This design comes from an exercise in tuning for small area and a short achievable clock period on the open sky130 flow, not from production work.
At most, simulation tests tie the RTL to the original design; equivalence was not proved.
No functional check of the RTL was part of run 2.
Power figures rest on the tool's default switching activity, not on a simulated workload.

--- flow/run.sh ---
#!/bin/bash
# synth_recipe.tcl (not shown) runs the flow's synth.tcl, then flattens the netlist and writes it again
# the make line also repeats each setting of config.mk as NAME=value (left out here)
make -C /OpenROAD-flow-scripts/flow DESIGN_CONFIG=/design/flow/config.mk WORK_HOME=/design/flow/orfs CLKGATE_MAP_FILE= SYNTH_SCRIPT=/design/flow/synth_recipe.tcl finish
--- flow/config.mk ---
export PLATFORM = sky130hd
export DESIGN_NAME = mul_radix2
export DESIGN_NICKNAME = mul_radix2
export VERILOG_FILES = /design/flow/design.v
export SDC_FILE = /design/flow/constraint.sdc
export NUM_CORES = 4
export LEC_CHECK = 0
export CAP_MARGIN = 20
export CORE_MARGIN = 2
export CORE_UTILIZATION = 40
export SLEW_MARGIN = 20
--- flow/constraint.sdc ---
create_clock -name core_clock -period 10.0 [get_ports {clk}]
set_input_delay 2.0000 -clock core_clock [delete_from_list [all_inputs] [get_ports {clk}]]
set_output_delay 2.0000 -clock core_clock [all_outputs]
set_load 0.01 [all_outputs]
--- flow/design.v ---
module mul_radix2 #(
    parameter int BIT_WIDTH = 32   
) (
    input  logic        clk,
    input  logic        rst,             
    input  logic        start,           
    input  logic [3:0]  data_in,         
    output logic [3:0]  data_out,        
    output logic        data_out_valid,   
    output logic        result_complete,  
    output logic        ready            
);
    localparam int NIBBLES_PER_INPUT = BIT_WIDTH / 4;   
    localparam int OUTPUT_WIDTH = BIT_WIDTH;        
    localparam int OUTPUT_NIBBLES = OUTPUT_WIDTH / 4;   
    localparam int NIBBLE_COUNTER_WIDTH = $clog2(NIBBLES_PER_INPUT);  
    localparam int BIT_COUNTER_WIDTH = $clog2(BIT_WIDTH);        
    typedef enum logic [1:0] {
        IDLE         = 2'b00,
        RECV_A       = 2'b01,
        RECV_B_MUL   = 2'b10,   
        DONE         = 2'b11    
    } state_t;
    state_t current_state;
    state_t next_state;
    logic [OUTPUT_WIDTH-1:0] product;                            
    logic [BIT_COUNTER_WIDTH-1:0] bit_counter;                   
    logic [NIBBLE_COUNTER_WIDTH-1:0] nibble_counter;             
    logic [BIT_WIDTH-1:0] recv_shift_reg;   
    always_ff @(posedge clk) begin
        if (rst)
            current_state <= IDLE;
        else
            current_state <= next_state;
    end
    always_comb begin
        next_state = current_state;
        case (current_state)
            IDLE: begin
                if (start) begin
                    next_state = RECV_A;
                end
            end
            RECV_A: begin
                if (nibble_counter == NIBBLES_PER_INPUT - 1) begin   
                    next_state = RECV_B_MUL;
                end
            end
            RECV_B_MUL: begin
                if (nibble_counter == NIBBLES_PER_INPUT - 1) begin   
                    next_state = DONE;
                end
            end
            DONE: begin
                next_state = IDLE;
            end
        endcase
    end
    always_ff @(posedge clk) begin
        if (rst) begin
            nibble_counter <= '0;
            recv_shift_reg <= '0;
        end else
        case (current_state)
            IDLE: begin
                if (start) begin
                    recv_shift_reg <= {data_in, recv_shift_reg[BIT_WIDTH-1:4]};
                    nibble_counter <= 1'b1;  
                end
                else begin
                    nibble_counter <= '0;
                    recv_shift_reg <= '0;
                end
            end
            RECV_A: begin
                recv_shift_reg <= {data_in, recv_shift_reg[BIT_WIDTH-1:4]};
                nibble_counter <= nibble_counter + 1'b1;
                if (nibble_counter == NIBBLES_PER_INPUT - 1) begin
                    nibble_counter <= '0;
                end
            end
            RECV_B_MUL: begin
                nibble_counter <= nibble_counter + 1'b1;
                if (nibble_counter == NIBBLES_PER_INPUT - 1) begin
                    nibble_counter <= '0;
                end
            end
            default: begin
                nibble_counter <= '0;
            end
        endcase
    end
    always_ff @(posedge clk) begin
        case (current_state)
            RECV_B_MUL: begin
                product <= product + 
                            (data_in[0] ? ({{(OUTPUT_WIDTH-BIT_WIDTH){1'b0}}, recv_shift_reg} << (bit_counter + 0)) : '0) +
                            (data_in[1] ? ({{(OUTPUT_WIDTH-BIT_WIDTH){1'b0}}, recv_shift_reg} << (bit_counter + 1)) : '0) +
                            (data_in[2] ? ({{(OUTPUT_WIDTH-BIT_WIDTH){1'b0}}, recv_shift_reg} << (bit_counter + 2)) : '0) +
                            (data_in[3] ? ({{(OUTPUT_WIDTH-BIT_WIDTH){1'b0}}, recv_shift_reg} << (bit_counter + 3)) : '0);
                bit_counter <= bit_counter + 4;  
            end
            default: begin
                product <= '0;
                bit_counter <= '0;
            end
        endcase
    end
    always_ff @(posedge clk) begin
        if (rst) begin
            ready <= 1'b1;
            data_out_valid <= 1'b0;
            result_complete <= 1'b0;
            data_out <= 4'h0;
        end else
        case (current_state)
            IDLE: begin
                ready <= 1'b1;
                data_out_valid <= 1'b0;
                result_complete <= 1'b0;
                data_out <= 4'h0;
            end
            RECV_A: begin
                ready <= 1'b0;
                data_out_valid <= 1'b0;
                result_complete <= 1'b0;
            end
            RECV_B_MUL: begin
                ready <= 1'b0;
                result_complete <= 1'b0;
                if (nibble_counter > 0) begin
                    data_out_valid <= 1'b1;
                    data_out <= product[(nibble_counter - 1) * 4 +: 4];
                end else begin
                    data_out_valid <= 1'b0;
                    data_out <= 4'h0;
                end
            end
            DONE: begin
                ready <= 1'b0;
                result_complete <= 1'b1;
                data_out_valid <= 1'b1;   
                data_out <= product[(OUTPUT_NIBBLES - 1) * 4 +: 4];
            end
        endcase
    end
endmodule
==> flow_summary.yaml, run 1 <==
status:
  status: "complete, no violations"
grt:
  grt_usage_pct: 19.4
  gr-total-overflow: 0
  grt_pass1_wl_mm: 33.0
  grt_pass1_vias: 6174
  grt_max_degree: 47
  antenna_found_initial: 0
sta:
  maxSlewViolCount: 0
  clock_skew_ns: 0.0108
  setup_tns_ns: 0
  hold_slack_ns: 0.487
  setup_viol: 0
  fin_crit_sh_pct: 71.3
  fmax_mhz: 140
  min_period_ns: 7.13
  slew_headroom_pct: 31.1
  rsz0062_at_grt: "false"
  worst_slack_ns: 2.87
  worst_pin_slew_ns: 1.03
  hold_viol_final: 0
job:
  cap_violations: 0
setup_path:
  worstReg2RegEnd: "product[31]"
  crit_buf_inv: 5
  crit_cells: 18
  r2r_start: "bit_counter[2]"
  critPathKind: "in -> reg"
  critPathCapture: "product[29]"
  cp.required_ns: 10.23
  reg2reg_depth: 20
  cp-end-kind: "register"
  critPathMaxFanout: 20
  crit_chain: "clkdlybuf4s50_1, buf_4, nand3_1, fa_1, inv_1, fa_1, inv_1, fa_1, inv_1, fa_1, a211oi_1, o21a_1, a211oi_1, o21ai_0, a21oi_1, a31oi_1, xor2_1, nor2_1"
  path_common_cell: "fa_1"
  cp_data_arrival_time_ns: 7.36
  startpoint: "data_in[1]"
  cpMaxStageDelayCell: "clkdlybuf4s50_1"
  rrSetupSlack_ns: 4.02
  critPathTopFamily: "adder cells"
  worst_path_largest_cell_delay_ns: 0.88
  critPathLaunchType: "input pin"
final_layout:
  drive_gt1_share_pct: 6.63
  design_area_um2: 8780
  num_antenna_cells: 0
  num-nets-final: 1067
  syn_to_final_growth_pct: 8.41
placed_design:
  post_dp_cell_area_um2: 8460
  port_buffers: 13
  gp_congestion: 0.863
  dp_hpwl_mm: 15.3
  dp_slack_ns: 2.53
logic_synthesis:
  synth_edf_count: 0
  synthArstFlopShare_pct: 0
  ys_seq_elements: 79
  yosysSeqAreaShare_pct: 19.5
  synth.yosys.warnings: 1
  syn_area_per_cell_um2: 8.59
  yosysUniqueCellTypes: 53
  synth_ff_type: "dfxtp_1"
  synth_cells: 943
  syn_area_um2: 8100
  synth.net_count: 1080
power_and_ir_drop:
  p_seq_share_pct: 28.9
  combPwrFrac_pct: 42.3
  ir_drop_v: 0.0000737
  swShare_pct: 40.3
  leakage_nw: 3.93
  p_per_area_nw_per_um2: 145
  power.switching_mw: 0.512
  p_int_mw: 0.758
  clkPwrFrac_pct: 28.8
route:
  routed_wl_mm: 19.9
  viasPerCell: 5.26
  drtIter0Drc: 408
  drcViolationCount: 0
  avgRoutedWirePerCell_um: 16.5
  first_pass_iters: 5
  drtAntennaViolNets: 0
  dr_total_vias: 6334
clocking:
  ctsHoldBuffers: 0
  clk_path_buf_depth: 2
  cts_root_buffer: "clkbuf_16"
  post_cts_buffers: 0
  ctsResizeCount: 0
  clkLatencyLatePin_ns: 0.35
  cts_made_buffers: 9
  cts_tree: "built"
  cts-htree-levels: 3
  cts.sinks: 79
  path_clk_slew_ns: 0.07
die:
  io_pins: 14
  die-area_um2: 21400
  rows: 52
  die_h_um: 146
  initial_core_util_pct: 40.4
  dieWidth_um: 146
  core_area_um2: 20000
worst_hold_path:
  hold_path.class: "reg -> reg"
==> cells in the mapped netlist (2+ instances only) <==
| library cell | number | area, um^2 |
|---|---|---|
| mux2_2 | 10 | 113 |
| a221o_1 | 2 | 20.0 |
| o22ai_1 | 9 | 56.3 |
| a21o_1 | 14 | 105 |
| or2_2 | 2 | 12.5 |
| nand4_1 | 2 | 12.5 |
| o21a_1 | 7 | 52.6 |
| a21oi_1 | 34 | 170 |
| clkbuf_1 | 39 | 146 |
| xnor2_1 | 17 | 149 |
| mux2i_1 | 34 | 340 |
| fa_1 | 88 | 1760 |
| xor2_1 | 10 | 87.6 |
| nor3_1 | 10 | 50.1 |
| and2_1 | 44 | 275 |
| nor3b_1 | 3 | 22.5 |
| nor2b_1 | 16 | 100 |
| nand2b_1 | 6 | 37.5 |
| dfxtp_1 | 79 | 1580 |
| and3_1 | 10 | 62.6 |
| inv_1 | 162 | 608 |
| a22oi_1 | 33 | 248 |
| nand3_1 | 12 | 60.1 |
| buf_1 | 4 | 15.0 |
| mux4_2 | 17 | 383 |
| buf_4 | 2 | 15.0 |
| nand2_1 | 87 | 327 |
| o211ai_1 | 4 | 30.0 |
| a221oi_1 | 2 | 17.5 |
| ha_1 | 42 | 526 |
| a31oi_1 | 4 | 25.0 |
| buf_2 | 3 | 15.0 |
| nor2_1 | 81 | 304 |
| o21ai_0 | 24 | 120 |
| o21bai_1 | 2 | 15.0 |
| a211oi_1 | 11 | 82.6 |
==> cell type report <==
class / count / area, um^2
tap: 270 / 338
inverter: 162 / 608
fill: 2062 / 11300
timing repair buffer: 25 / 220
sequential: 79 / 1580
clock inverter: 7 / 96.3
clock buffer: 9 / 225
multi-input combinational: 653 / 5710
==> routing by layer <==
| layer | track usage, % | part of all wire (%) | vias up | wire length [um] |
|---|---|---|---|---|
| met4 | 4.61 | 1.4 | 0 | 273 |
| met1 | 26.1 | 44 | 3142 | 8790 |
| met5 | 0 | 0 | - | 0 |
| met3 | 4.53 | 6.1 | 17 | 1220 |
| met2 | 32.0 | 48 | 144 | 9630 |
| li1 | - | - | 3031 | - |
==> power by group through the flow <==
stage / sequential (mW) / combinational [mW] / clock (mW)
3_3_place_gp: 0.374 / 0.537 / 0
3_5_place_dp: 0.375 / 0.538 / 0
4_1_cts: 0.368 / 0.541 / 0.374
2_1_floorplan: 0.357 / 0.421 / 0
5_1_grt: 0.372 / 0.602 / 0.386
6_report: 0.367 / 0.537 / 0.366
==> tightest hold or removal path, delay by kind of cell (launching register included) <==
family | cells | cell delay [ns]
AND/OR/NAND/NOR | 1 | 0.07
AO/OA/AOI/OAI | 1 | 0.06
flip-flops | 1 | 0.32
==> cells by family after synthesis <==
kind of cell,count (synthesis),synth area share (%)
and+or+nand+nor,280,16.4
xor gates and xnor gates,27,2.92
muxes,61,10.3
DFF,79,19.5
adders and majority gates,130,28.2
AOI/OAI and AO/OA,155,12.6
buffers and inverters,211,10.0
==> cell usage in the layout (no fill, tap or decap), types with 11 or more instances in the layout <==
master,n
inv_1,162
nand2_1,87
nor2b_1,16
mux2i_1,34
ha_1,42
o21ai_0,24
a21oi_1,34
fa_1,88
nor2_1,80
a211oi_1,11
nand3_1,12
buf_4,12
clkdlybuf4s50_1,13
xnor2_1,17
a22oi_1,33
a21o_1,14
mux4_2,17
and2_1,44
dfxtp_1,78
==> through the flow <==
step / cells / utilization, % / power (mW)
after floorplan: 943 / - / 0.778
after global placement: 1189 / 42.2 / 0.911
after detailed placement: 1189 / 42.2 / 0.912
after CTS: 1205 / 43.8 / 1.28
after global routing: 1205 / 43.8 / 1.36
final: 1205 / 43.8 / 1.27
==> worst min path at each step <==
stage | endpoint | startpoint | depth (start not counted)
floorplan | recv_shift_reg[28] | recv_shift_reg[28] | 2
global placement | data_out[2] | data_out[2] | 2
detailed placement | data_out[2] | data_out[2] | 2
CTS | data_out[2] | data_out[2] | 2
global route | data_out[3] | data_out[3] | 2
finish | data_out[2] | data_out[2] | 2
==> inputs of run 2 (changes only) <==
==> flow/design.v (replaced) <==
module mul_radix2 #(
    parameter int BIT_WIDTH = 32
) (
    input  logic        clk,
    input  logic        rst,
    input  logic        start,
    input  logic [3:0]  data_in,
    output logic [3:0]  data_out,
    output logic        data_out_valid,
    output logic        result_complete,
    output logic        ready
);
    logic [4:0]  cnt;
    logic [31:0] a_reg;
    logic [3:0]  b_reg;
    logic        b_prev;
    logic [27:0] s_reg, c_reg;
    logic        cin;
    wire idle = (cnt == 5'd0);
    wire step = cnt[4] | (cnt[3] & (cnt[2:0] != 3'd0));    
    wire a_en = ~cnt[4] & ~cnt[3];                         
    always_ff @(posedge clk) begin
        if (rst)
            cnt <= 5'd0;
        else if (idle)
            cnt <= {4'd0, start};
        else if (cnt[4])
            cnt <= 5'd0;
        else
            cnt <= cnt + 5'd1;
    end
    always_ff @(posedge clk) begin
        if (a_en)
            a_reg <= {data_in, a_reg[31:4]};
        b_reg  <= data_in;
        b_prev <= b_reg[3];
    end
    wire xm1 = b_prev & (cnt != 5'd9);
    wire [2:0] g0 = {b_reg[1], b_reg[0], xm1};
    wire [2:0] g1 = {b_reg[3], b_reg[2], b_reg[1]};
    wire one0 = step & (g0[1] ^ g0[0]);
    wire two0 = step & ((g0[2] & ~g0[1] & ~g0[0]) | (~g0[2] & g0[1] & g0[0]));
    wire neg0 = step & g0[2];
    wire one1 = step & (g1[1] ^ g1[0]);
    wire two1 = step & ((g1[2] & ~g1[1] & ~g1[0]) | (~g1[2] & g1[1] & g1[0]));
    wire neg1 = step & g1[2];
    wire [32:0] a_ext = {a_reg, 1'b0};
    logic [31:0] r0, r1;
    always_comb begin
        for (int i = 0; i < 32; i++) begin
            r0[i] = ((one0 & a_ext[i+1]) | (two0 & a_ext[i])) ^ neg0;
        end
        r1[0] = neg1;
        r1[1] = neg1;
        for (int i = 2; i < 32; i++) begin
            r1[i] = ((one1 & a_ext[i-1]) | (two1 & a_ext[i-2])) ^ neg1;
        end
    end
    wire [31:0] s_in = {4'd0, s_reg};
    wire [31:0] c_in = {4'd0, c_reg};
    wire [31:0] x  = s_in ^ c_in ^ r0;
    wire [31:0] yc = (s_in & c_in) | (s_in & r0) | (c_in & r0);
    wire [31:0] y  = {yc[30:0], neg0};
    wire [31:0] s1 = x ^ y ^ r1;
    wire [31:0] cc = (x & y) | (x & r1) | (y & r1);
    wire [31:0] c1 = {cc[30:0], neg1};
    wire [4:0] nib = {1'b0, s1[3:0]} + {1'b0, c1[3:0]} + {4'd0, cin};
    always_ff @(posedge clk) begin
        s_reg    <= s1[31:4];
        c_reg    <= c1[31:4];
        cin      <= nib[4];
        data_out <= nib[3:0];
    end
    always_ff @(posedge clk) begin
        if (rst) begin
            ready           <= 1'b1;
            data_out_valid  <= 1'b0;
            result_complete <= 1'b0;
        end else begin
            ready           <= idle;
            data_out_valid  <= step;
            result_complete <= cnt[4];
        end
    end
endmodule
==> run 2 against run 1 <==
Effect of this change: clock-buffer cell count is the same; final area shrank 31%; routed wire length shrank 56%; cell count shrank 52%; sequential cell count grew 27; sequential power grew 27%; maximum frequency grew 57%; critical endpoint is now data_out[3]; highest routed layer unchanged.
==> flow_summary.yaml, run 2 <==
clocking:
  cts_tree: "built"
  cts_root_buffer: "clkbuf_16"
  ctsResizeCount: 0
  clkLatencyLatePin_ns: 0.34
  path_clk_slew_ns: 0.07
  ctsHoldBuffers: 0
  cts.sinks: 106
  cts-htree-levels: 3
  cts_made_buffers: 9
  post_cts_buffers: 0
  clk_path_buf_depth: 2
logic_synthesis:
  synth_area_leader_cell: "dfxtp_1"
  synth.most_common_cell: "dfxtp_1"
  synthArstFlopShare_pct: 0
  synth.net_count: 466
  synth.yosys.warnings: 1
  synth_area_leaders: "dfxtp_1, fa_1, edfxtp_1"
  yosysSeqAreaShare_pct: 44.8
  synth_cells: 392
  yosysUniqueCellTypes: 36
  synth_top_area_share_pct: 27.2
  syn_area_um2: 5450
  synthTopCellsByCount: "dfxtp_1, fa_1, xnor2_1"
  synth_ff_type: "dfxtp_1"
  syn_area_per_cell_um2: 13.9
  ys_seq_elements: 106
  synth_edf_count: 32
sta:
  setup_tns_ns: 0
  slew_headroom_pct: 36.4
  hold_viol_final: 0
  hold_slack_ns: 0.464
  fin_crit_sh_pct: 45.5
  setup_viol: 0
  fmax_mhz: 220
  rsz0062_at_grt: "false"
  maxSlewViolCount: 0
  min_period_ns: 4.55
  worst_pin_slew_ns: 0.950
  clock_skew_ns: 0.00637
route:
  viasPerCell: 4.83
  dr_total_vias: 2822
  drtAntennaViolNets: 0
  routed_wl_mm: 8.75
  drtIter0Drc: 118
  drcViolationCount: 0
  avgRoutedWirePerCell_um: 15.0
  first_pass_iters: 5
placed_design:
  port_buffers: 13
  gp_congestion: 0.761
  dp_hpwl_mm: 6.35
grt:
  gr-total-overflow: 0
  grt_pass1_vias: 3011
  grt_max_degree: 33
  antenna_found_initial: 0
  grt_pass1_wl_mm: 15.1
  grt_usage_pct: 13.4
final_layout:
  syn_to_final_growth_pct: 10.8
  layout_commonest_cell: "dfxtp_1"
  num_antenna_cells: 0
  multi_input_area_um2: 2800
  seqCellArea_um2: 2440
  num-nets-final: 477
  fill_cells: 1180
  largest_reg_flops: 32
  drive_gt1_share_pct: 14.2
  final_cell_mix: "dfxtp_1, fa_1, xnor2_1"
setup_path:
  cp-end-kind: "register"
  critPathMaxFanout: 16
  critPathLaunchType: "register"
  cp_data_arrival_time_ns: 4.76
  worst_path_largest_cell_delay_ns: 0.61
  reg2reg_depth: 16
  cp.required_ns: 10.21
  critPathKind: "reg -> reg"
  crit_chain: "inv_1, ha_1, nand2b_1, a21o_1, nand2_1, inv_1, buf_4, xnor2_1, fa_1, inv_1, fa_1, inv_1, ha_1, nor4_1, a2111oi_0, o311ai_1"
  path_common_cell: "inv_1"
  cpMaxStageDelayCell: "inv_1"
die:
  initial_core_util_pct: 41.0
  dieWidth_um: 121
  rows: 42
  io_pins: 14
  die-area_um2: 14600
  core_area_um2: 13300
  die_h_um: 121
power_and_ir_drop:
  leakage_nw: 2.34
  p_per_area_nw_per_um2: 137
  ir_drop_v: 0.0000610
job:
  cap_violations: 0
worst_hold_path:
  hold_path.class: "reg -> reg"
  min_path_cells: 0
status:
  status: "complete, no violations"
-- run 2: cell types whose count changed in the layout (fill, tap and decap cells not counted), moves of 18 or more --
cell	delta
mux2i_1	-31
a22oi_2	+30
xnor2_1	+22
fa_1	-30
and2_1	-44
o21ai_0	-23
nand2_1	-82
xor2_1	+18
edfxtp_1	+32
ha_1	-33
nor2_1	-76
inv_1	-138
a21oi_1	-31
-- run 2: cell type report --
class | count | area share (%)
Clock buffer | 9 | 3.73
Clock inverter | 7 | 1.14
Inverter | 25 | 1.55
Multi-Input combinational cell | 243 | 46.4
Sequential cell | 106 | 40.4
Tap cell | 176 | 3.65
Timing Repair Buffer | 18 | 3.11
-- run 2: metrics by stage --
stage / instances / cell area, um^2 / util, % / power, mW / setup slack [ns]
after floorplan: 392 / 5450 / - / 0.481 / 6.18
after global placement: 567 / 5710 / 43.0 / 0.489 / 5.43
after detailed placement: 568 / 5740 / 43.2 / 0.490 / 5.48
after CTS: 584 / 6040 / 45.4 / 0.839 / 5.41
after global routing: 584 / 6040 / 45.4 / 0.857 / 5.05
final: 584 / 6040 / 45.4 / 0.830 / 5.45
-- run 2: metal layers --
layer,global-route usage (%),vias up,routed length [um]
li1,-,1371,-
met3,2.12,13,162
met5,0,-,0
met2,21.3,25,4240
met4,5.89,0,177
met1,18.1,1413,4180
-- run 2: cells by family (layout without fill, tap and decap cells) --
group	after synthesis	in the layout	share of synthesized area [%]
flip-flops	106	106	44.8
AO/OA/AOI/OAI	75	75	13.4
adder cells (fa/ha/maj)	67	67	23.4
XOR/XNOR	67	67	10.8
buffers and inverters	43	59	4.13
AND/OR/NAND/NOR	31	31	3.01
multiplexers	3	3	0.551
-- run 2: path summary, 6_finish.rpt --
kind	start	to	slack, ns
setup reg to reg	cnt[0]	data_out[3]	5.45
setup / recovery	cnt[0]	data_out[3]	5.45
hold reg to reg	b_reg[3]	b_prev	0.46
hold / removal	b_reg[3]	b_prev	0.46
-- run 2: power by group --
group | leakage, nW | switching [mW] | internal [mW]
logic | 1.26 | 0.00653 | 0.00742
clock network | 0.143 | 0.156 | 0.194
registers | 0.937 | 0.0142 | 0.452
-- run 2: worst max-delay path, delay by kind of cell (launching register included) --
kind                       cells  cell delay, ns
and+or+nand+nor                3            0.34
xor gates and xnor gates       1            0.16
AOI/OAI and AO/OA              3            0.75
DFF                            1            0.41
adders and majority gates      4            1.57
buffers and inverters          5            1.19
==> inputs of run 3 (changes only) <==
--- a/flow/design.v
+++ b/flow/design.v
@@ -12,8 +12,6 @@
 );
     logic [4:0]  cnt;
     logic [31:0] a_reg;
-    logic [3:0]  b_reg;
-    logic        b_prev;
     logic [27:0] s_reg, c_reg;
     logic        cin;
     wire idle = (cnt == 5'd0);
@@ -29,32 +27,48 @@
         else
             cnt <= cnt + 5'd1;
     end
+    logic        d3;                  
+    logic        one0, two0, neg0, one1, two1, neg1;
+    logic [3:0]  lr0;                 
+    logic [1:0]  lr1;                 
+    wire stepn = ~cnt[4] & cnt[3];                         
+    wire xm1   = d3 & (cnt[2:0] != 3'd0);                  
+    wire [2:0] g0 = {data_in[1], data_in[0], xm1};
+    wire [2:0] g1 = {data_in[3], data_in[2], data_in[1]};
+    wire n_one0 = stepn & (g0[1] ^ g0[0]);
+    wire n_two0 = stepn & ((g0[2] & ~g0[1] & ~g0[0]) | (~g0[2] & g0[1] & g0[0]));
+    wire n_neg0 = stepn & g0[2];
+    wire n_one1 = stepn & (g1[1] ^ g1[0]);
+    wire n_two1 = stepn & ((g1[2] & ~g1[1] & ~g1[0]) | (~g1[2] & g1[1] & g1[0]));
+    wire n_neg1 = stepn & g1[2];
+    wire [32:0] a_ext = {a_reg, 1'b0};
+    logic [3:0] n_lr0;
+    logic [1:0] n_lr1;
+    always_comb begin
+        for (int i = 0; i < 4; i++)
+            n_lr0[i] = ((n_one0 & a_ext[i+1]) | (n_two0 & a_ext[i])) ^ n_neg0;
+        for (int i = 2; i < 4; i++)
+            n_lr1[i-2] = ((n_one1 & a_ext[i-1]) | (n_two1 & a_ext[i-2])) ^ n_neg1;
+    end
     always_ff @(posedge clk) begin
         if (a_en)
             a_reg <= {data_in, a_reg[31:4]};
-        b_reg  <= data_in;
-        b_prev <= b_reg[3];
+        d3   <= data_in[3];
+        one0 <= n_one0; two0 <= n_two0; neg0 <= n_neg0;
+        one1 <= n_one1; two1 <= n_two1; neg1 <= n_neg1;
+        lr0  <= n_lr0;
+        lr1  <= n_lr1;
     end
-    wire xm1 = b_prev & (cnt != 5'd9);
-    wire [2:0] g0 = {b_reg[1], b_reg[0], xm1};
-    wire [2:0] g1 = {b_reg[3], b_reg[2], b_reg[1]};
-    wire one0 = step & (g0[1] ^ g0[0]);
-    wire two0 = step & ((g0[2] & ~g0[1] & ~g0[0]) | (~g0[2] & g0[1] & g0[0]));
-    wire neg0 = step & g0[2];
-    wire one1 = step & (g1[1] ^ g1[0]);
-    wire two1 = step & ((g1[2] & ~g1[1] & ~g1[0]) | (~g1[2] & g1[1] & g1[0]));
-    wire neg1 = step & g1[2];
-    wire [32:0] a_ext = {a_reg, 1'b0};
     logic [31:0] r0, r1;
     always_comb begin
-        for (int i = 0; i < 32; i++) begin
+        r0[3:0] = lr0;
+        for (int i = 4; i < 32; i++)
             r0[i] = ((one0 & a_ext[i+1]) | (two0 & a_ext[i])) ^ neg0;
-        end
         r1[0] = neg1;
         r1[1] = neg1;
-        for (int i = 2; i < 32; i++) begin
+        r1[3:2] = lr1;
+        for (int i = 4; i < 32; i++)
             r1[i] = ((one1 & a_ext[i-1]) | (two1 & a_ext[i-2])) ^ neg1;
-        end
     end
     wire [31:0] s_in = {4'd0, s_reg};
     wire [31:0] c_in = {4'd0, c_reg};
==> run 3 against run 2 <==
Effect of this change: cell count up 6.5%; clock power up 47%; sequential power up 6.4%; via count up 9.3%; register-to-register slack better by 2.0 ns; routed wire length up 6.9%; clock-buffer cell count up 12.
==> flow_summary.yaml, run 3 <==
grt:
  gr-total-overflow: 0
  met2_usage_pct: 23.2
  grt_pass1_wl_mm: 16.1
  grt_usage_pct: 14.5
  grt_max_degree: 34
  grtUsageMet3_pct: 4.96
  grt.busiest_layer: "met2"
  use_met1_pct: 18.2
  grt_pass1_vias: 3228
  antenna_found_initial: 0
setup_path:
  crit_chain: "clkdlybuf4s50_1, nor2_1, mux2_4, a31o_1, a21oi_2"
  critPathTopFamily: "buffers and inverters"
  critPathMaxFanout: 12
  cp-end-kind: "register"
  critPathLaunchType: "input pin"
  crit_buf_inv: 1
  cpMaxStageDelayCell: "clkdlybuf4s50_1"
  critPathKind: "in -> reg"
  rrSetupSlack_ns: 7.42
  cp_data_arrival_time_ns: 3.60
  cp.required_ns: 10.34
  worst_path_largest_cell_delay_ns: 0.64
sta:
  slew_headroom_pct: 30.5
  worst_slack_ns: 6.74
  rsz0062_at_grt: "false"
  hold_viol_final: 0
  setup_viol: 0
  fin_crit_sh_pct: 32.6
  maxSlewViolCount: 0
  worst_pin_slew_ns: 1.04
  setup_tns_ns: 0
  fmax_mhz: 307
  clock_skew_ns: 0.00770
  min_period_ns: 3.26
final_layout:
  num_antenna_cells: 0
  num-nets-final: 506
  layout_commonest_cell: "dfxtp_1"
  final_cell_mix: "dfxtp_1, xnor2_1, fa_1"
  syn_to_final_growth_pct: 13.8
  drive_gt1_share_pct: 10.1
  fill_cells: 1233
  largest_reg_flops: 32
  stdcell_count: 622
power_and_ir_drop:
  p_per_area_nw_per_um2: 165
  total_power_mw: 1.04
  leakage_nw: 2.49
  ir_drop_v: 0.000121
placed_design:
  dp_hpwl_mm: 6.53
  gp_congestion: 0.755
  dp_slack_ns: 6.35
  port_buffers: 13
  dp_cells: 590
clocking:
  path_clk_slew_ns: 0.06
  cts-htree-levels: 4
  cts.sinks: 114
  ctsResizeCount: 0
  clk_path_buf_depth: 2
  cts_root_buffer: "clkbuf_16"
  post_cts_buffers: 0
  cts_tree: "built"
  ctsHoldBuffers: 0
  cts_made_buffers: 17
  clkLatencyLatePin_ns: 0.41
logic_synthesis:
  synth_edf_count: 32
  synth_area_leaders: "dfxtp_1, fa_1, edfxtp_1"
  syn_area_um2: 5530
  yosysSeqAreaShare_pct: 47.1
  synth.net_count: 493
  yosysUniqueCellTypes: 38
  synthTopCellsByCount: "dfxtp_1, xnor2_1, fa_1"
  synth.most_common_cell: "dfxtp_1"
  ys_seq_elements: 114
  synth_area_leader_cell: "dfxtp_1"
  synth_top_area_share_pct: 29.7
  synth_ff_type: "dfxtp_1"
  synthArstFlopShare_pct: 0
  synth_cells: 420
  synth.yosys.warnings: 1
  syn_area_per_cell_um2: 13.2
route:
  first_pass_iters: 4
  drtAntennaViolNets: 0
  viasPerCell: 4.96
  drcViolationCount: 0
  avgRoutedWirePerCell_um: 15.0
  drtIter0Drc: 164
  dr_total_vias: 3084
  routed_wl_mm: 9.35
die:
  die-area_um2: 14800
  initial_core_util_pct: 41.4
  rows: 42
  core_area_um2: 13300
  dieWidth_um: 122
  io_pins: 14
  die_h_um: 122
status:
  status: "complete, no violations"
job:
  cap_violations: 0
worst_hold_path:
  hold_path.class: "reg -> reg"
-- run 3: per-layer routing --
layer / up-vias / routed length, um
met5: - / 0
met4: 0 / 139
met3: 19 / 409
met2: 68 / 4600
met1: 1531 / 4200
li1: 1466 / -
-- run 3: cells by family (layout without fill, tap and decap cells) --
group	count (synthesis)	after routing	synth area share [%]
AO/OA/AOI/OAI	82	82	10.9
XOR/XNOR	64	64	10.1
adder cells (fa/ha/maj)	66	66	22.8
buffers and inverters	47	73	3.89
flip-flops	114	114	47.1
multiplexers	4	4	0.815
AND/OR/NAND/NOR	43	43	4.35
-- run 3: metrics by stage --
step	hold slack (ns)	utilization (%)	instance area [um^2]
floorplan	0.427	-	5530
global placement	0.455	43.3	5780
detailed placement	0.449	43.3	5780
CTS	0.478	47.1	6290
global route	0.494	47.1	6290
finish	0.477	47.1	6290
-- run 3: cell type report --
class,instances,area [um^2],share of cell area (%)
clock inverter,11,66.3,1.05
timing repair buffer,15,145,2.31
inverter,26,100,1.59
multi-input combinational,259,2710,43.1
tap,176,220,3.50
sequential,114,2600,41.4
clock buffer,21,440,7.00
-- run 3: worst paths after layout --
path	start	to	cells after the start
worst max register to register	two0	s_reg[17]	4
worst max-delay path	data_in[1]	lr1[1]	5
worst min register to register	a_reg[31]	a_reg[27]	0
worst min-delay path	a_reg[31]	a_reg[27]	0
-- run 3: where the power goes --
group,switching (mW),internal (mW)
clock network,0.204,0.312
registers,0.0114,0.485
logic,0.0141,0.0115
-- run 3: worst register-to-register path, delay by kind of cell, from the launching register on --
family,cells,cell delay [ns]
xor+xnor,1,0.27
compound gates,1,0.25
fa+ha+maj,2,0.94
flops,1,0.98
==> inputs of run 4 (changes only) <==
--- a/flow/config.mk
+++ b/flow/config.mk
@@ -7,5 +7,7 @@
 export LEC_CHECK = 0
 export CAP_MARGIN = 20
 export CORE_MARGIN = 2
-export CORE_UTILIZATION = 40
+export CORE_UTILIZATION = 60
+export CTS_BUF_LIST = sky130_fd_sc_hd__clkbuf_4
+export CTS_CLUSTER_SIZE = 30
 export SLEW_MARGIN = 20
==> run 4 against run 3 <==
Effect of this change: register-to-register slack about the same; sequential cell count stayed put; final area fell by 4.9%; sequential power hardly changed; still clean; routed wire length is 2.1% lower; die area down 32%; clock-buffer cell count fell by 4; global-route usage increased by 6.4 points.
==> flow_summary.yaml, run 4 <==
clocking:
  cts_made_buffers: 17
  clkLatencyLatePin_ns: 0.48
  cts_tree: "built"
  cts_root_buffer: "clkbuf_4"
  post_cts_buffers: 0
  ctsHoldBuffers: 0
  cts.sinks: 114
  ctsResizeCount: 0
  clk_path_buf_depth: 2
  path_clk_slew_ns: 0.12
  cts-htree-levels: 4
sta:
  clock_skew_ns: 0.0177
  fin_crit_sh_pct: 33.3
  setup_viol: 0
  fmax_mhz: 300
  hold_viol_final: 0
  rsz0062_at_grt: "false"
  setup_tns_ns: 0
  hold_slack_ns: 0.476
  maxSlewViolCount: 0
  worst_slack_ns: 6.67
  worst_pin_slew_ns: 1.07
  min_period_ns: 3.33
  slew_headroom_pct: 28.4
logic_synthesis:
  synthTopCellsByCount: "dfxtp_1, xnor2_1, fa_1"
  synth_cells: 420
  synth_area_leader_cell: "dfxtp_1"
  yosysSeqAreaShare_pct: 47.1
  synth_top_area_share_pct: 29.7
  yosysUniqueCellTypes: 38
  synth.most_common_cell: "dfxtp_1"
  synth.yosys.warnings: 1
  synth.net_count: 493
  syn_area_um2: 5530
  synthArstFlopShare_pct: 0
  ys_seq_elements: 114
  synth_area_leaders: "dfxtp_1, fa_1, edfxtp_1"
  syn_area_per_cell_um2: 13.2
  synth_edf_count: 32
  synth_ff_type: "dfxtp_1"
route:
  drcViolationCount: 0
  routed_wl_mm: 9.16
  dr_total_vias: 3106
  viasPerCell: 5.59
  drtIter0Drc: 215
  met1_length_mm: 4.08
  top_layer: "met4"
  wl_met2_mm: 4.45
  drtAntennaViolNets: 0
  wl_met3_um: 495
  first_pass_iters: 4
  avgRoutedWirePerCell_um: 16.5
worst_hold_path:
  hold_path.class: "reg -> reg"
  min_from: "a_reg[31]"
  min_path_cells: 0
  holdPathEnd: "a_reg[27]"
setup_path:
  worstReg2RegEnd: "s_reg[1]"
  critPathLaunchType: "register"
  cp-end-kind: "output port"
  critPathKind: "reg -> out"
  worst_path_largest_cell_delay_ns: 0.52
  r2r_start: "one0"
  critPathMaxFanout: 1
  reg2reg_depth: 4
  cp.required_ns: 8.00
  cp_data_arrival_time_ns: 1.33
  cpMaxStageDelayCell: "clkdlybuf4s50_1"
  crit_buf_inv: 1
  rrSetupSlack_ns: 7.42
  crit_chain: "clkdlybuf4s50_1"
  critPathTopFamily: "buffers and inverters"
final_layout:
  final_cell_mix: "dfxtp_1, xnor2_1, fa_1"
  drive_gt1_share_pct: 11.2
  syn_to_final_growth_pct: 8.17
  finish.utilization_pct: 65.6
  num_antenna_cells: 0
  largest_reg_flops: 32
  layout_commonest_cell: "dfxtp_1"
  num-nets-final: 505
grt:
  gr-total-overflow: 0
  grt_pass1_vias: 3213
  antenna_found_initial: 0
  grt_max_degree: 33
  grt_pass1_wl_mm: 15.8
  grt_usage_pct: 20.9
status:
  status: "complete, no violations"
die:
  io_pins: 14
  core_area_um2: 9110
  dieWidth_um: 100
  die_h_um: 100
  initial_core_util_pct: 60.7
  die-area_um2: 10000
  rows: 35
power_and_ir_drop:
  ir_drop_v: 0.000106
  leakage_nw: 2.39
  p_per_area_nw_per_um2: 143
  total_power_mw: 0.855
placed_design:
  gp_congestion: 0.757
  port_buffers: 13
  dp_hpwl_mm: 6.40
  dp_slack_ns: 6.35
job:
  cap_violations: 0
## run 4: power by group
| part | leakage, nW | internal (mW) | total (mW) | switching [mW] |
|---|---|---|---|---|
| Clock | 0.150 | 0.151 | 0.334 | 0.184 |
| Combinational | 1.24 | 0.0116 | 0.0258 | 0.0142 |
| Sequential | 1.00 | 0.483 | 0.495 | 0.0114 |
| Total | 2.39 | 0.646 | 0.855 | 0.209 |
## run 4: routing by layer
layer  vias up  GRT usage (%)
met2        99           32.9
met4         0           7.69
met1      1522           27.5
met5         -              0
met3        12           6.55
li1       1473              -
## run 4: logic make-up (layout without fill, tap and decap cells)
| kind of cell | count (synthesis) | count (layout) | synth area share (%) |
|---|---|---|---|
| AOI/OAI and AO/OA | 82 | 82 | 10.9 |
| xor gates and xnor gates | 64 | 64 | 10.1 |
| adders and majority gates | 66 | 66 | 22.8 |
| buffers and inverters | 47 | 72 | 3.89 |
| DFF | 114 | 114 | 47.1 |
| muxes | 4 | 4 | 0.815 |
| and+or+nand+nor | 43 | 43 | 4.35 |
## run 4: layout make-up
type	count	area [um^2]
Timing Repair Buffer	14	138
Tap cell	111	139
Fill cell	718	3130
Clock buffer	17	128
Sequential cell	114	2610
Clock inverter	15	158
Multi-Input combinational cell	259	2710
Inverter	26	100
## run 4: stage by stage
stage,std cells,cell area (um^2)
CTS,556,5980
floorplan,420,5530
global route,556,5980
detailed placement,524,5690
finish,556,5980
global placement,524,5690
## run 4: worst max path at each step
stage | cells after the start | end | start | slack, ns
CTS | 1 | data_out[1] | data_out[1] | 6.61
detailed placement | 5 | lr1[1] | data_in[1] | 6.35
global route | 1 | data_out[0] | data_out[0] | 6.58
finish | 1 | ready | ready | 6.67
floorplan | 4 | lr1[1] | data_in[1] | 7.15
global placement | 5 | lr1[1] | data_in[1] | 6.41
==> inputs of run 5 (changes only) <==
--- a/flow/config.mk
+++ b/flow/config.mk
@@ -8,6 +8,7 @@
 export CAP_MARGIN = 20
 export CORE_MARGIN = 2
 export CORE_UTILIZATION = 60
-export CTS_BUF_LIST = sky130_fd_sc_hd__clkbuf_4
-export CTS_CLUSTER_SIZE = 30
+export CTS_BUF_LIST = sky130_fd_sc_hd__clkbuf_8
+export CTS_CLUSTER_DIAMETER = 100
+export CTS_CLUSTER_SIZE = 40
 export SLEW_MARGIN = 20
==> run 5 against run 4 <==
Effect of this change: first-iteration DRC count is 12% lower; cell count did not move; sequential power is essentially flat; synthesized cell count is the same; final area up 1.8%; worst hold slack lost 0.0091 ns; power up 10%; via count grew 0.29%; sequential share of layout area decreased by 0.76 points; critical path type unchanged; critical endpoint is now data_out_valid; highest routed layer unchanged.
==> flow_summary.yaml, run 5 <==
logic_synthesis:
  synth_ff_type: "dfxtp_1"
  synth.yosys.warnings: 1
  yosysUniqueCellTypes: 38
  syn_area_per_cell_um2: 13.2
  synth_edf_count: 32
  synth_area_leaders: "dfxtp_1, fa_1, edfxtp_1"
  ys_seq_elements: 114
  yosysSeqAreaShare_pct: 47.1
  synth.most_common_cell: "dfxtp_1"
  synthArstFlopShare_pct: 0
  synth.net_count: 493
  synth_top_area_share_pct: 29.7
  synth_cells: 420
  syn_area_um2: 5530
  synthTopCellsByCount: "dfxtp_1, xnor2_1, fa_1"
  synth_area_leader_cell: "dfxtp_1"
die:
  initial_core_util_pct: 60.7
  die-area_um2: 10000
  die_h_um: 100
  io_pins: 14
  dieWidth_um: 100
  rows: 35
  core_area_um2: 9110
sta:
  worst_pin_slew_ns: 1.05
  fmax_mhz: 308
  hold_viol_final: 0
  slew_headroom_pct: 30.2
  setup_viol: 0
  clock_skew_ns: 0.0129
  maxSlewViolCount: 0
  setup_tns_ns: 0
  rsz0062_at_grt: "false"
  fin_crit_sh_pct: 32.5
  min_period_ns: 3.25
grt:
  grt_pass1_vias: 3217
  grt_usage_pct: 20.8
  grt_pass1_wl_mm: 15.8
  gr-total-overflow: 0
  antenna_found_initial: 0
  grt_max_degree: 33
power_and_ir_drop:
  ir_drop_v: 0.000130
  leakage_nw: 2.43
  p_per_area_nw_per_um2: 155
clocking:
  cts-htree-levels: 4
  ctsHoldBuffers: 0
  cts.sinks: 114
  clkLatencyLatePin_ns: 0.41
  path_clk_slew_ns: 0.07
  cts_made_buffers: 17
  post_cts_buffers: 0
  clk_path_buf_depth: 2
  cts_tree: "built"
  ctsResizeCount: 0
  cts_root_buffer: "clkbuf_8"
setup_path:
  cp_data_arrival_time_ns: 1.25
  critPathKind: "reg -> out"
  critPathLaunchType: "register"
  critPathMaxFanout: 1
  critPathTopFamily: "buffers and inverters"
  crit_chain: "clkdlybuf4s50_1"
  worst_path_largest_cell_delay_ns: 0.53
  cpMaxStageDelayCell: "clkdlybuf4s50_1"
  cp.required_ns: 8.00
  cp-end-kind: "output port"
  crit_buf_inv: 1
route:
  routed_wl_mm: 9.14
  viasPerCell: 5.60
  drtIter0Drc: 189
  drtAntennaViolNets: 0
  first_pass_iters: 5
  drcViolationCount: 0
  dr_total_vias: 3115
  avgRoutedWirePerCell_um: 16.4
final_layout:
  design_area_um2: 6090
  num_antenna_cells: 0
  fill_cells: 702
  final_cell_mix: "dfxtp_1, xnor2_1, fa_1"
  num-nets-final: 505
  finish.utilization_pct: 66.8
  drive_gt1_share_pct: 11.2
  layout_commonest_cell: "dfxtp_1"
  largest_reg_flops: 32
  syn_to_final_growth_pct: 10.1
placed_design:
  dp_hpwl_mm: 6.40
  gp_congestion: 0.757
  port_buffers: 13
  post_dp_cell_area_um2: 5690
job:
  cap_violations: 0
status:
  status: "complete, no violations"
worst_hold_path:
  hold_path.class: "reg -> reg"
[run 5: per-layer routing]
metal,GRT usage (%),part of all wire [%],vias to the layer above
li1,-,-,1468
met2,33.0,49,89
met1,27.5,45,1541
met3,5.71,4.0,17
met5,0,0,-
met4,8.43,1.8,0
[run 5: area by class of cell]
| class | count | area, um^2 | share of cell area (%) |
|---|---|---|---|
| multi-input cells | 259 | 2710 | 44.6 |
| flip-flops and latches | 114 | 2610 | 42.8 |
| clock buffers | 17 | 234 | 3.84 |
| clock inverters | 15 | 158 | 2.59 |
| well taps | 111 | 139 | 2.28 |
| repair buffers | 14 | 138 | 2.26 |
| inverters | 26 | 100 | 1.64 |
[run 5: path summary, 6_finish.rpt]
kind | startpoint | cells past startpoint | end | slack [ns]
hold / removal | a_reg[31] | 0 | a_reg[27] | 0.47
setup reg to reg | two0 | 4 | s_reg[22] | 7.40
setup / recovery | data_out_valid | 1 | data_out_valid | 6.75
hold reg to reg | a_reg[31] | 0 | a_reg[27] | 0.47
[run 5: cells by family (layout without fill, tap and decap cells)]
group	after synthesis	after routing	synth area share, %
AND/OR/NAND/NOR	43	43	4.35
multiplexers	4	4	0.815
adder cells (fa/ha/maj)	66	66	22.8
buffers and inverters	47	72	3.89
flip-flops	114	114	47.1
XOR/XNOR	64	64	10.1
AO/OA/AOI/OAI	82	82	10.9
[run 5: per-stage QoR]
stage          setup WS (ns)  power [mW]  hold slack, ns  std cells
2_1_floorplan           7.15       0.519           0.427        420
5_1_grt                 6.69       0.974           0.486        556
3_3_place_gp            6.41       0.530           0.440        524
3_5_place_dp            6.35       0.531           0.463        524
4_1_cts                 6.72       0.950           0.470        556
6_report                6.75       0.941           0.467        556
[run 5: power by group]
group	switching (mW)	internal (mW)	total (mW)
sequential	0.0113	0.483	0.495
clock	0.196	0.224	0.420
combinational	0.0141	0.0116	0.0257
total	0.222	0.719	0.941
==> inputs of run 6 (changes only) <==
==> flow/flow/run.sh (new file) <==
#!/bin/bash
set -euo pipefail
export BUFFER_PORTS_ARGS="-buffer_cell sky130_fd_sc_hd__buf_2"
bash standard.sh > flow_standard.log 2>&1
==> flow/standard.sh (new file) <==
#!/bin/bash
# synth_recipe.tcl (not shown) runs the flow's synth.tcl, then flattens the netlist and writes it again
# the make line also repeats each setting of config.mk as NAME=value (left out here)
make -C /OpenROAD-flow-scripts/flow DESIGN_CONFIG=/design/flow/config.mk WORK_HOME=/design/flow/orfs CLKGATE_MAP_FILE= SYNTH_SCRIPT=/design/flow/synth_recipe.tcl "${@:-finish}"
removed: flow/run.sh
==> run 6 against run 5 <==
Effect of this change: still clean on timing, DRC and antenna; final area grew 0.62%; die area unchanged; critical path depth stayed put; sequential power barely moved; clock-buffer cell count grew 4; setup slack gained 0.40 ns; worst hold slack lost 0.0051 ns; clock power up 26%; largest power group is now clock.
==> flow_summary.yaml, run 6 <==
status:
  status: "complete, no violations"
final_layout:
  largest_reg_flops: 32
  final_cell_mix: "dfxtp_1, xnor2_1, fa_1"
  fill_cells: 687
  num_antenna_cells: 0
  syn_to_final_growth_pct: 10.8
  num-nets-final: 505
  drive_gt1_share_pct: 13.7
  layout_commonest_cell: "dfxtp_1"
logic_synthesis:
  synthArstFlopShare_pct: 0
  synthTopCellsByCount: "dfxtp_1, xnor2_1, fa_1"
  yosysUniqueCellTypes: 38
  syn_area_per_cell_um2: 13.2
  ys_seq_elements: 114
  synth_area_leaders: "dfxtp_1, fa_1, edfxtp_1"
  synth.net_count: 493
  synth_ff_type: "dfxtp_1"
  synth_area_leader_cell: "dfxtp_1"
  synth_top_area_share_pct: 29.7
  syn_area_um2: 5530
  synth_edf_count: 32
  yosysSeqAreaShare_pct: 47.1
  synth_cells: 420
  synth.yosys.warnings: 1
  synth.most_common_cell: "dfxtp_1"
setup_path:
  critPathLaunchType: "register"
  cpMaxStageDelayCell: "dfxtp_1"
  crit_buf_inv: 1
  startpoint: "result_complete"
  cp.required_ns: 8.00
  reg2reg_depth: 4
  crit_chain: "buf_2"
  critPathTopFamily: "flip-flops"
  worstReg2RegEnd: "s_reg[3]"
  critPathCapture: "result_complete"
  rrSetupSlack_ns: 7.39
  critPathMaxFanout: 1
  r2r_start: "one0"
  cp-end-kind: "output port"
  cp_data_arrival_time_ns: 0.85
  critPathKind: "reg -> out"
  crit_cells: 1
  worst_path_largest_cell_delay_ns: 0.31
sta:
  hold_slack_ns: 0.462
  clock_skew_ns: 0.0129
  worst_pin_slew_ns: 1.09
  setup_tns_ns: 0
  rsz0062_at_grt: "false"
  setup_viol: 0
  maxSlewViolCount: 0
  worst_slack_ns: 7.15
  fin_crit_sh_pct: 28.5
  slew_headroom_pct: 26.9
  min_period_ns: 2.85
  hold_viol_final: 0
  fmax_mhz: 351
grt:
  gr-total-overflow: 0
  grt_usage_pct: 21.0
  antenna_found_initial: 0
  grt_max_degree: 34
  grt_pass1_vias: 3234
  grt_pass1_wl_mm: 16.0
clocking:
  clk_path_buf_depth: 2
  post_cts_buffers: 0
  cts-htree-levels: 4
  cts_tree: "built"
  path_clk_slew_ns: 0.07
  clkLatencyLatePin_ns: 0.41
  cts_made_buffers: 17
  ctsResizeCount: 0
  cts.sinks: 114
  cts_root_buffer: "clkbuf_8"
  ctsHoldBuffers: 0
die:
  core_area_um2: 9110
  io_pins: 14
  dieWidth_um: 100
  initial_core_util_pct: 60.7
  die_h_um: 100
  die-area_um2: 10000
  rows: 35
route:
  first_pass_iters: 4
  avgRoutedWirePerCell_um: 16.6
  dr_total_vias: 3080
  drtIter0Drc: 131
  drtAntennaViolNets: 0
  drcViolationCount: 0
  viasPerCell: 5.54
  routed_wl_mm: 9.25
placed_design:
  dp_slack_ns: 6.89
  dp_hpwl_mm: 6.26
  port_buffers: 13
  gp_congestion: 0.739
job:
  cap_violations: 0
worst_hold_path:
  min_path_cells: 0
  hold_path.class: "reg -> reg"
power_and_ir_drop:
  power.switching_mw: 0.208
  swShare_pct: 19.8
  ir_drop_v: 0.000101
  combPwrFrac_pct: 2.3
  p_per_area_nw_per_um2: 171
  p_seq_share_pct: 47.2
  leakage_nw: 2.51
  clkPwrFrac_pct: 50.5
  p_int_mw: 0.841
[run 6: how the worst min path moves through the flow]
stage / slack, ns / from / to
after floorplan: 0.43 / a_reg[31] / a_reg[27]
after global placement: 0.44 / a_reg[31] / a_reg[27]
after detailed placement: 0.44 / a_reg[31] / a_reg[27]
after CTS: 0.46 / a_reg[31] / a_reg[27]
after global routing: 0.49 / a_reg[31] / a_reg[27]
final: 0.46 / a_reg[31] / a_reg[27]
[run 6: layout make-up]
cell class / instances / area, um^2 / area share (%)
repair buffers: 14 / 72.6 / 1.19
clock buffers: 21 / 289 / 4.72
inverters: 26 / 100 / 1.63
flip-flops and latches: 114 / 2610 / 42.5
clock inverters: 11 / 205 / 3.35
well taps: 111 / 139 / 2.27
multi-input cells: 259 / 2710 / 44.3
[run 6: logic make-up (layout without fill, tap and decap cells)]
kind of cell,Yosys count,after routing,share of synthesized area [%]
AO/OA/AOI/OAI,82,82,10.9
adder cells (fa/ha/maj),66,66,22.8
flip-flops,114,114,47.1
XOR/XNOR,64,64,10.1
multiplexers,4,4,0.815
AND/OR/NAND/NOR,43,43,4.35
buffers and inverters,47,72,3.89
[run 6: metal layers]
metal | track usage, % | vias up | part of all wire, %
li1 | - | 1459 | -
met1 | 28.3 | 1551 | 46
met2 | 33.4 | 64 | 50
met3 | 4.87 | 6 | 3.4
met4 | 8.22 | 0 | 0.75
met5 | 0 | - | 0
[run 6: metrics by stage]
stage               utilization (%)  cell area, um^2  power, mW  std cells
floorplan                         -             5530      0.519        420
global placement               61.8             5630      0.528        524
detailed placement             61.8             5630      0.529        524
CTS                            67.2             6120       1.06        556
global route                   67.2             6120       1.08        556
finish                         67.2             6120       1.05        556
[run 6: power groups by stage]
| stage | combinational (mW) | clock (mW) | sequential, mW |
|---|---|---|---|
| floorplan | 0.0178 | 0 | 0.501 |
| global placement | 0.0233 | 0 | 0.505 |
| detailed placement | 0.0244 | 0 | 0.505 |
| CTS | 0.0245 | 0.539 | 0.495 |
| global route | 0.0271 | 0.562 | 0.496 |
| finish | 0.0243 | 0.529 | 0.495 |
==> inputs of run 7 (changes only) <==
==> flow/flow/run.sh (replaced) <==
#!/bin/bash
set -euo pipefail
export BUFFER_PORTS_ARGS="-buffer_cell sky130_fd_sc_hd__buf_2"
export CTS_ARGS="-sink_clustering_enable -repair_clock_nets -dont_use_dummy_load -buf_list sky130_fd_sc_hd__clkbuf_8"
bash standard.sh > flow_standard.log 2>&1
==> run 7 against run 6 <==
Effect of this change: clock skew grew 0.010 ns; via count shrank 0.94%; critical path depth is the same; first-iteration DRC count grew 43%; maximum frequency grew 0.26%; combinational power is essentially flat; sequential share of layout area grew 1.9 points; setup slack gained 0.0074 ns; power shrank 22%; core utilization shrank 2.9 points; sequential power is essentially flat; largest cell class unchanged.
==> flow_summary.yaml, run 7 <==
power_and_ir_drop:
  p_per_area_nw_per_um2: 139
  ir_drop_v: 0.0000963
  total_power_mw: 0.818
  leakage_nw: 2.37
die:
  die_h_um: 100
  initial_core_util_pct: 60.7
  core_area_um2: 9110
  dieWidth_um: 100
  die-area_um2: 10000
  io_pins: 14
  rows: 35
logic_synthesis:
  syn_area_um2: 5530
  synth_ff_type: "dfxtp_1"
  synth.yosys.warnings: 1
  synth.net_count: 493
  synth_top_area_share_pct: 29.7
  synthTopCellsByCount: "dfxtp_1, xnor2_1, fa_1"
  synth.most_common_cell: "dfxtp_1"
  yosysSeqAreaShare_pct: 47.1
  synthArstFlopShare_pct: 0
  synth_edf_count: 32
  yosysUniqueCellTypes: 38
  synth_area_leader_cell: "dfxtp_1"
  syn_area_per_cell_um2: 13.2
  synth_area_leaders: "dfxtp_1, fa_1, edfxtp_1"
  synth_cells: 420
  ys_seq_elements: 114
placed_design:
  gp_congestion: 0.739
  port_buffers: 13
  dp_hpwl_mm: 6.26
  dp_cells: 524
  dp_slack_ns: 6.89
clocking:
  clk_path_buf_depth: 2
  ctsResizeCount: 0
  cts.sinks: 114
  clkLatencyLatePin_ns: 0.41
  cts_root_buffer: "clkbuf_8"
  path_clk_slew_ns: 0.06
  cts_made_buffers: 17
  cts-htree-levels: 4
  post_cts_buffers: 0
  ctsHoldBuffers: 0
  cts_tree: "built"
sta:
  setup_tns_ns: 0
  slew_headroom_pct: 29.0
  setup_viol: 0
  maxSlewViolCount: 0
  fin_crit_sh_pct: 28.4
  rsz0062_at_grt: "false"
  clock_skew_ns: 0.0232
  hold_viol_final: 0
  worst_slack_ns: 7.16
  fmax_mhz: 352
  worst_pin_slew_ns: 1.06
  min_period_ns: 2.84
final_layout:
  num_antenna_cells: 0
  seqCellArea_um2: 2610
  drive_gt1_share_pct: 11.2
  layout_commonest_cell: "dfxtp_1"
  final_cell_mix: "dfxtp_1, xnor2_1, fa_1"
  num-nets-final: 505
  largest_reg_flops: 32
  multi_input_area_um2: 2710
  stdcell_count: 541
  syn_to_final_growth_pct: 6.07
  fill_cells: 720
setup_path:
  cpMaxStageDelayCell: "dfxtp_1"
  cp_data_arrival_time_ns: 0.84
  critPathKind: "reg -> out"
  cp-end-kind: "output port"
  crit_buf_inv: 1
  critPathMaxFanout: 1
  critPathLaunchType: "register"
  cp.required_ns: 8.00
  crit_chain: "buf_2"
  worst_path_largest_cell_delay_ns: 0.31
  critPathTopFamily: "flip-flops"
job:
  cap_violations: 0
route:
  viasPerCell: 5.64
  drcViolationCount: 0
  routed_wl_mm: 9.13
  dr_total_vias: 3051
  drtIter0Drc: 187
  avgRoutedWirePerCell_um: 16.9
  drtAntennaViolNets: 0
  first_pass_iters: 4
grt:
  grt_usage_pct: 20.9
  gr-total-overflow: 0
  antenna_found_initial: 0
  grt_pass1_vias: 3214
  grt_max_degree: 34
  grt_pass1_wl_mm: 15.8
status:
  status: "complete, no violations"
worst_hold_path:
  hold_path.class: "reg -> reg"
[run 7: metal layers]
| layer | share of wire, % | up-vias | global-route usage [%] |
|---|---|---|---|
| li1 | - | 1446 | - |
| met5 | 0 | - | 0 |
| met3 | 2.5 | 13 | 4.67 |
| met4 | 1.6 | 0 | 9.06 |
| met2 | 50 | 45 | 33.0 |
| met1 | 46 | 1547 | 28.1 |
[run 7: worst paths after layout]
check | to | start | slack [ns] | depth (start not counted)
max | result_complete | result_complete | 7.16 | 1
min reg2reg | a_reg[27] | a_reg[31] | 0.47 | 0
max reg2reg | s_reg[22] | two0 | 7.39 | 4
min | a_reg[27] | a_reg[31] | 0.47 | 0
[run 7: logic make-up (layout without fill, tap and decap cells)]
| logic type | after synthesis | after routing | synth area share, % |
|---|---|---|---|
| xor+xnor | 64 | 64 | 10.1 |
| buf+inv | 47 | 57 | 3.89 |
| compound gates | 82 | 82 | 10.9 |
| mux | 4 | 4 | 0.815 |
| fa+ha+maj | 66 | 66 | 22.8 |
| flops | 114 | 114 | 47.1 |
| simple gates | 43 | 43 | 4.35 |
[run 7: cell type report]
type / instances / share of cell area (%)
Clock buffer: 17 / 3.99
Inverter: 26 / 1.71
Multi-Input combinational cell: 259 / 46.3
Sequential cell: 114 / 44.4
Tap cell: 111 / 2.37
Timing Repair Buffer: 14 / 1.24
[run 7: per-stage QoR]
stage                     hold WS, ns  util, %  cell area [um^2]
after floorplan                 0.427        -              5530
after global placement          0.442     61.8              5630
after detailed placement        0.444     61.8              5630
after CTS                       0.461     64.4              5860
after global routing            0.483     64.4              5860
final                           0.466     64.4              5860
[run 7: report_power, final]
part / switching [mW] / internal (mW)
registers: 0.0111 / 0.484
clock network: 0.149 / 0.149
logic: 0.0144 / 0.00993
total: 0.175 / 0.643
==> inputs of run 8 (changes only) <==
==> flow/flow/run.sh (replaced) <==
#!/bin/bash
set -euo pipefail
export BUFFER_PORTS_ARGS="-buffer_cell sky130_fd_sc_hd__buf_2"
export CTS_ARGS="-sink_clustering_enable -repair_clock_nets -dont_use_dummy_load -buf_list sky130_fd_sc_hd__clkbuf_4 -sink_clustering_size 25 -sink_clustering_max_diameter 60"
bash standard.sh > flow_standard.log 2>&1
==> run 8 against run 7 <==
Effect of this change: still clean on timing, DRC and antenna; sequential cell count is the same; clock-buffer cell count is the same; area after synthesis stayed put; first-iteration DRC count decreased by 24%; clock power down 28%; sequential share of layout area up 0.82 points; clock skew up 0.010 ns; routed wire length fell by 1.8%; highest routed layer unchanged.
==> flow_summary.yaml, run 8 <==
status:
  status: "complete, no violations"
power_and_ir_drop:
  ir_drop_v: 0.0000950
  total_power_mw: 0.733
  p_per_area_nw_per_um2: 127
  leakage_nw: 2.33
die:
  dieWidth_um: 100
  io_pins: 14
  core_area_um2: 9110
  die-area_um2: 10000
  initial_core_util_pct: 60.7
  rows: 35
  die_h_um: 100
logic_synthesis:
  synthTopCellsByCount: "dfxtp_1, xnor2_1, fa_1"
  ys_seq_elements: 114
  synth_cells: 420
  synth_edf_count: 32
  synth_top_area_share_pct: 29.7
  syn_area_um2: 5530
  yosysUniqueCellTypes: 38
  synth.yosys.warnings: 1
  synth_area_leaders: "dfxtp_1, fa_1, edfxtp_1"
  syn_area_per_cell_um2: 13.2
  synthArstFlopShare_pct: 0
  yosysSeqAreaShare_pct: 47.1
  synth.most_common_cell: "dfxtp_1"
  synth_ff_type: "dfxtp_1"
  synth_area_leader_cell: "dfxtp_1"
  synth.net_count: 493
route:
  drtIter0Drc: 143
  avgRoutedWirePerCell_um: 16.6
  routed_wl_mm: 8.96
  dr_total_vias: 3033
  drcViolationCount: 0
  viasPerCell: 5.61
  drtAntennaViolNets: 0
  first_pass_iters: 5
sta:
  worst_pin_slew_ns: 1.06
  hold_viol_final: 0
  maxSlewViolCount: 0
  fmax_mhz: 342
  clock_skew_ns: 0.0332
  min_period_ns: 2.92
  setup_viol: 0
  fin_crit_sh_pct: 29.2
  setup_tns_ns: 0
  rsz0062_at_grt: "false"
  slew_headroom_pct: 29.1
  hold_slack_ns: 0.470
placed_design:
  port_buffers: 13
  dp_hpwl_mm: 6.26
  gp_congestion: 0.739
  post_dp_cell_area_um2: 5630
clocking:
  cts_root_buffer: "clkbuf_4"
  path_clk_slew_ns: 0.10
  clk_path_buf_depth: 2
  cts-htree-levels: 4
  clkLatencyLatePin_ns: 0.49
  post_cts_buffers: 0
  ctsResizeCount: 0
  ctsHoldBuffers: 0
  cts.sinks: 114
  cts_tree: "built"
  cts_made_buffers: 17
setup_path:
  cpMaxStageDelayCell: "dfxtp_1"
  critPathKind: "reg -> out"
  worst_path_largest_cell_delay_ns: 0.31
  cp.required_ns: 8.00
  cp-end-kind: "output port"
  crit_buf_inv: 1
  critPathMaxFanout: 1
  crit_chain: "buf_2"
  critPathLaunchType: "register"
  critPathTopFamily: "flip-flops"
  cp_data_arrival_time_ns: 0.92
final_layout:
  num_antenna_cells: 0
  largest_reg_flops: 32
  design_area_um2: 5760
  syn_to_final_growth_pct: 4.14
  fill_cells: 740
  layout_commonest_cell: "dfxtp_1"
  drive_gt1_share_pct: 11.2
  final_cell_mix: "dfxtp_1, xnor2_1, fa_1"
  num-nets-final: 505
job:
  cap_violations: 0
grt:
  grt_max_degree: 34
  grt_pass1_vias: 3207
  antenna_found_initial: 0
  gr-total-overflow: 0
  grt_usage_pct: 20.5
  grt_pass1_wl_mm: 15.6
worst_hold_path:
  hold_path.class: "reg -> reg"
==> run 8: changes by cell type in the layout (fill, tap and decap cells not counted) <==
cell / before / now
clkbuf_4: 0 / 17
clkbuf_8: 17 / 0
==> run 8: logic make-up (layout without fill, tap and decap cells) <==
group / Yosys count / count (layout) / share of synthesized area, %
AND/OR/NAND/NOR: 43 / 43 / 4.35
buffers and inverters: 47 / 57 / 3.89
adder cells (fa/ha/maj): 66 / 66 / 22.8
AO/OA/AOI/OAI: 82 / 82 / 10.9
XOR/XNOR: 64 / 64 / 10.1
flip-flops: 114 / 114 / 47.1
multiplexers: 4 / 4 / 0.815
==> run 8: per-stage QoR <==
| stage | instances | util [%] | setup slack, ns |
|---|---|---|---|
| after floorplan | 420 | - | 7.15 |
| after global placement | 524 | 61.8 | 6.92 |
| after detailed placement | 524 | 61.8 | 6.89 |
| after CTS | 541 | 63.2 | 7.04 |
| after global routing | 541 | 63.2 | 7.01 |
| final | 541 | 63.2 | 7.08 |
==> run 8: power by group <==
part | switching (mW) | leakage [nW] | internal, mW
registers | 0.0110 | 1.00 | 0.483
logic | 0.0145 | 1.25 | 0.00993
clock network | 0.137 | 0.0782 | 0.0776
==> run 8: worst paths after layout <==
| check | slack, ns | startpoint | depth (start not counted) | endpoint |
|---|---|---|---|---|
| setup / recovery | 7.08 | data_out_valid | 1 | data_out_valid |
| hold / removal | 0.47 | a_reg[31] | 0 | a_reg[27] |
| setup reg to reg | 7.37 | one0 | 4 | s_reg[3] |
| hold reg to reg | 0.47 | a_reg[31] | 0 | a_reg[27] |
==> run 8: routing by layer <==
layer  global-route usage (%)  vias up  wire (um)
met5                        0        -          0
met4                     6.85        0        111
met3                     5.50       11        306
met2                     32.7       56       4430
met1                     27.6     1517       4110
li1                         -     1449          -
==> run 8: cell type report <==
class                           count  area, um^2  area share (%)
Sequential cell                   114        2610            45.3
Clock buffer                       17         128            2.22
Timing Repair Buffer               14        72.6            1.26
Tap cell                          111         139            2.41
Inverter                           26         100            1.74
Multi-Input combinational cell    259        2710            47.1

## re-timing with driven ports
Ports are ideal in the flow. The routed layouts listed here were re-timed in OpenROAD. Step 1: set_driving_cell puts a clkbuf_16 on clk and a buf_2 on each other input, an assumption about the parent block. Step 2 adds t to the input delays and takes it off the output delays; t is the mean of the earliest and latest rising clock arrival at the registers after step 1. Input paths then give back, and output paths get back, about the clock's delay inside the block. Slacks: no drivers / after step 1 / after step 2; pairs: no drivers / after step 1.
run	t (ns)	slack for setup (ns)	worst setup path after step 2	slew at the worst register clock pin (ns)
run 1	0.387	2.871 / 2.890 / 2.504	input to register	0.07 / 0.07
run 2	0.380	5.454 / 5.454 / 5.454	register to register	0.07 / 0.07
run 3	0.447	6.739 / 6.711 / 6.309	input to register	0.06 / 0.06
run 4	0.506	6.671 / 6.637 / 6.322	input to register	0.12 / 0.12
run 5	0.441	6.752 / 6.719 / 6.326	input to register	0.08 / 0.08
run 6	0.440	7.153 / 7.121 / 6.878	input to register	0.07 / 0.07
run 7	0.436	7.160 / 7.128 / 6.861	input to register	0.07 / 0.07
run 8	0.504	7.078 / 7.047 / 6.863	input to register	0.11 / 0.11
After both steps setup and hold are still met in every run listed. The setup slack of run 3, which loses most, moves by -0.028 ns with the drivers and by -0.430 ns with both steps.
